This is an optimization exercise on Yosys and OpenROAD, whose aim is small area and a short achievable clock period, not a production implementation.
At most, simulation tests tie the RTL to the original design; equivalence was not proved.
Power and IR drop assume default switching activity.

==> module fifo_sync, before the edit <==
module fifo_sync #(
    parameter DATA_WIDTH          = 32,
    parameter DEPTH               = 16,
    parameter ADDR_WIDTH          = $clog2(DEPTH),
    parameter ALMOST_FULL_THRESH  = DEPTH - 2,
    parameter ALMOST_EMPTY_THRESH = 2
) (
    input  wire                    clk,
    input  wire                    rst_n,
    input  wire                    wr_en,
    input  wire [DATA_WIDTH-1:0]   wr_data,
    output reg                     full,
    output reg                     almost_full,
    output reg                     overflow,
    input  wire                    rd_en,
    output reg  [DATA_WIDTH-1:0]   rd_data,
    output reg                     empty,
    output reg                     almost_empty,
    output reg                     underflow,
    output reg  [ADDR_WIDTH:0]     data_count,
    output reg  [ADDR_WIDTH:0]     peak_count
);
    reg [DATA_WIDTH-1:0] mem [0:DEPTH-1];
    reg [ADDR_WIDTH-1:0] wr_ptr;      
    reg [DEPTH-1:0]      rd_sel;      
    reg [ADDR_WIDTH:0]   cnt_n;
    reg                  full_n;
    reg                  empty_n;
    wire [ADDR_WIDTH:0]  cnt = ~cnt_n;
    wire do_write = wr_en & full_n;
    wire do_read  = rd_en & empty_n;
    wire inc      = do_write & ~do_read;
    wire dec      = do_read & ~do_write;
    integer i;
    always @(posedge clk) begin
        for (i = 0; i < DEPTH; i = i + 1)
            if (full_n && wr_ptr == i)
                mem[i] <= wr_data;
    end
    reg [DATA_WIDTH-1:0] rd_next;
    always @(*) begin
        rd_next = rd_data & {DATA_WIDTH{~do_read}};
        for (i = 0; i < DEPTH; i = i + 1)
            rd_next = rd_next | (mem[i] & {DATA_WIDTH{rd_sel[i] & do_read}});
    end
    always @(posedge clk) begin
        if (!rst_n) begin
            wr_ptr  <= {ADDR_WIDTH{1'b0}};
            rd_sel  <= {{(DEPTH-1){1'b0}}, 1'b1};
            rd_data <= {DATA_WIDTH{1'b0}};
        end else begin
            if (do_write) wr_ptr <= wr_ptr + 1'b1;
            rd_data <= rd_next;
            if (do_read)
                rd_sel  <= {rd_sel[DEPTH-2:0], rd_sel[DEPTH-1]};
        end
    end
    wire [ADDR_WIDTH:0] cnt_up = cnt + 1'b1;
    wire [ADDR_WIDTH:0] cnt_dn = cnt - 1'b1;
    wire peak_hit = (peak_count == cnt);
    always @(posedge clk) begin
        if (!rst_n) begin
            full         <= 1'b0;
            empty        <= 1'b1;
            almost_full  <= 1'b0;
            almost_empty <= 1'b1;
            data_count   <= {(ADDR_WIDTH+1){1'b0}};
            peak_count   <= {(ADDR_WIDTH+1){1'b0}};
            overflow     <= 1'b0;
            underflow    <= 1'b0;
            cnt_n        <= {(ADDR_WIDTH+1){1'b1}};
            full_n       <= 1'b1;
            empty_n      <= 1'b0;
        end else begin
            overflow  <= wr_en & ~full_n;
            underflow <= rd_en & ~empty_n;
            if (inc) begin
                data_count   <= cnt_up;
                cnt_n        <= ~cnt_up;
                full         <= (cnt_up == DEPTH);
                full_n       <= (cnt_up != DEPTH);
                empty        <= 1'b0;
                empty_n      <= 1'b1;
                almost_full  <= (cnt_up >= ALMOST_FULL_THRESH);
                almost_empty <= (cnt_up <= ALMOST_EMPTY_THRESH);
                if (peak_hit) peak_count <= cnt_up;
            end else if (dec) begin
                data_count   <= cnt_dn;
                cnt_n        <= ~cnt_dn;
                full         <= 1'b0;
                full_n       <= 1'b1;
                empty        <= (cnt_dn == 0);
                empty_n      <= (cnt_dn != 0);
                almost_full  <= (cnt_dn >= ALMOST_FULL_THRESH);
                almost_empty <= (cnt_dn <= ALMOST_EMPTY_THRESH);
            end
        end
    end
endmodule
==> flow/config.mk <==
export PLATFORM = sky130hd
export DESIGN_NAME = fifo_sync
export DESIGN_NICKNAME = fifo_sync
export VERILOG_FILES = /design/flow/design.v
export SDC_FILE = /design/flow/constraint.sdc
export NUM_CORES = 4
export LEC_CHECK = 0
export CAP_MARGIN = 20
export CORE_MARGIN = 2
export CORE_UTILIZATION = 65
export CTS_CLUSTER_DIAMETER = 100
export CTS_CLUSTER_SIZE = 25
export PLACE_DENSITY = 0.75
export SETUP_SLACK_MARGIN = 1.4
export SLEW_MARGIN = 20
==> flow/constraint.sdc <==
create_clock -name core_clock -period 3.2 [get_ports {clk}]
set_input_delay 0.6400 -clock core_clock [delete_from_list [all_inputs] [get_ports {clk}]]
set_output_delay 0.6400 -clock core_clock [all_outputs]
set_load 0.01 [all_outputs]
standard.sh (not shown) runs the stock make flow with config.mk's settings and CLKGATE_MAP_FILE= SYNTH_SCRIPT=/design/flow/synth_recipe.tcl, a recipe that flattens the netlist after the stock synthesis.
==> flow/flow/run.sh <==
#!/bin/bash
# Standard ORFS layout, with the port buffers made from plain buffers
# (sky130_fd_sc_hd__buf_2) instead of the default choice.
set -euo pipefail
export BUFFER_PORTS_ARGS="-buffer_cell sky130_fd_sc_hd__buf_2"
bash standard.sh > standard.log 2>&1
Next try:
--- a/flow/design.v
+++ b/flow/design.v
@@ -25,4 +25,5 @@
     reg [ADDR_WIDTH-1:0] wr_ptr;      
     reg [DEPTH-1:0]      rd_sel;      
+    reg [DEPTH-1:0]      rd_sel_n;    
     reg [ADDR_WIDTH:0]   cnt_n;
     reg                  full_n;
@@ -39,9 +40,10 @@
                 mem[i] <= wr_data;
     end
-    reg [DATA_WIDTH-1:0] rd_next;
+    reg [DATA_WIDTH-1:0] rd_word;
     always @(*) begin
-        rd_next = rd_data & {DATA_WIDTH{~do_read}};
+        rd_word = {DATA_WIDTH{1'b0}};
         for (i = 0; i < DEPTH; i = i + 1)
-            rd_next = rd_next | (mem[i] & {DATA_WIDTH{rd_sel[i] & do_read}});
+            rd_word = rd_word | (mem[i] & {{(DATA_WIDTH/2){~rd_sel_n[i]}},
+                                           {(DATA_WIDTH/2){rd_sel[i]}}});
     end
     always @(posedge clk) begin
@@ -49,10 +51,13 @@
             wr_ptr  <= {ADDR_WIDTH{1'b0}};
             rd_sel  <= {{(DEPTH-1){1'b0}}, 1'b1};
+            rd_sel_n <= {{(DEPTH-1){1'b1}}, 1'b0};
             rd_data <= {DATA_WIDTH{1'b0}};
         end else begin
             if (do_write) wr_ptr <= wr_ptr + 1'b1;
-            rd_data <= rd_next;
-            if (do_read)
+            if (do_read) begin
                 rd_sel  <= {rd_sel[DEPTH-2:0], rd_sel[DEPTH-1]};
+                rd_sel_n <= {rd_sel_n[DEPTH-2:0], rd_sel_n[DEPTH-1]};
+                rd_data <= rd_word;
+            end
         end
     end
The new run finished clean.
Clock-buffer cell count rose by 3.
Worst hold slack degrades by 0.0036 ns.
Routed wire length grows by 1.0%.
Utilization came out lower by 0.22 points.
Global-route usage goes down by 0.22 points.
Combinational power goes up by 24%.
Sequential power went up by 3.2%.
Setup slack got worse by 0.016 ns.
Critical path depth fell by 5.
Non-clock buffer count fell by 9.
Via count came out higher by 1.8%.
Sequential share of layout area shrinks by 0.71 points.
Cell area went up by 2.8%.
For the second run of this note, only the layout was checked, not whether the RTL still works.

-- afterwards: timing with drivers on the ports --
The flow's constraints put no driver on any port. The routed layouts listed below were extracted and timed again, unchanged, in two steps.
Step 1: set_driving_cell puts a clkbuf_16 on clk and a buf_2 on each other input, an assumption about the parent block.
Step 2 times the ports against the registers' clock, not the clock port: input delays grow and output delays shrink by t, the midpoint of the rising clock arrivals with the driver on.
Slacks: no drivers / after step 1 / after step 2; pairs: no drivers / after step 1.
run	shift t [ns]	slack for setup (ns)	clock arrival spread, ns
the first run	0.628	1.427 / 1.381 / 1.035	0.020 / 0.020
the second run	0.627	1.411 / 1.370 / 1.127	0.029 / 0.029
After both steps setup and hold are still met in every run listed. The setup slack of the first run, which loses most, moves by -0.046 ns with the drivers and by -0.392 ns with both steps.
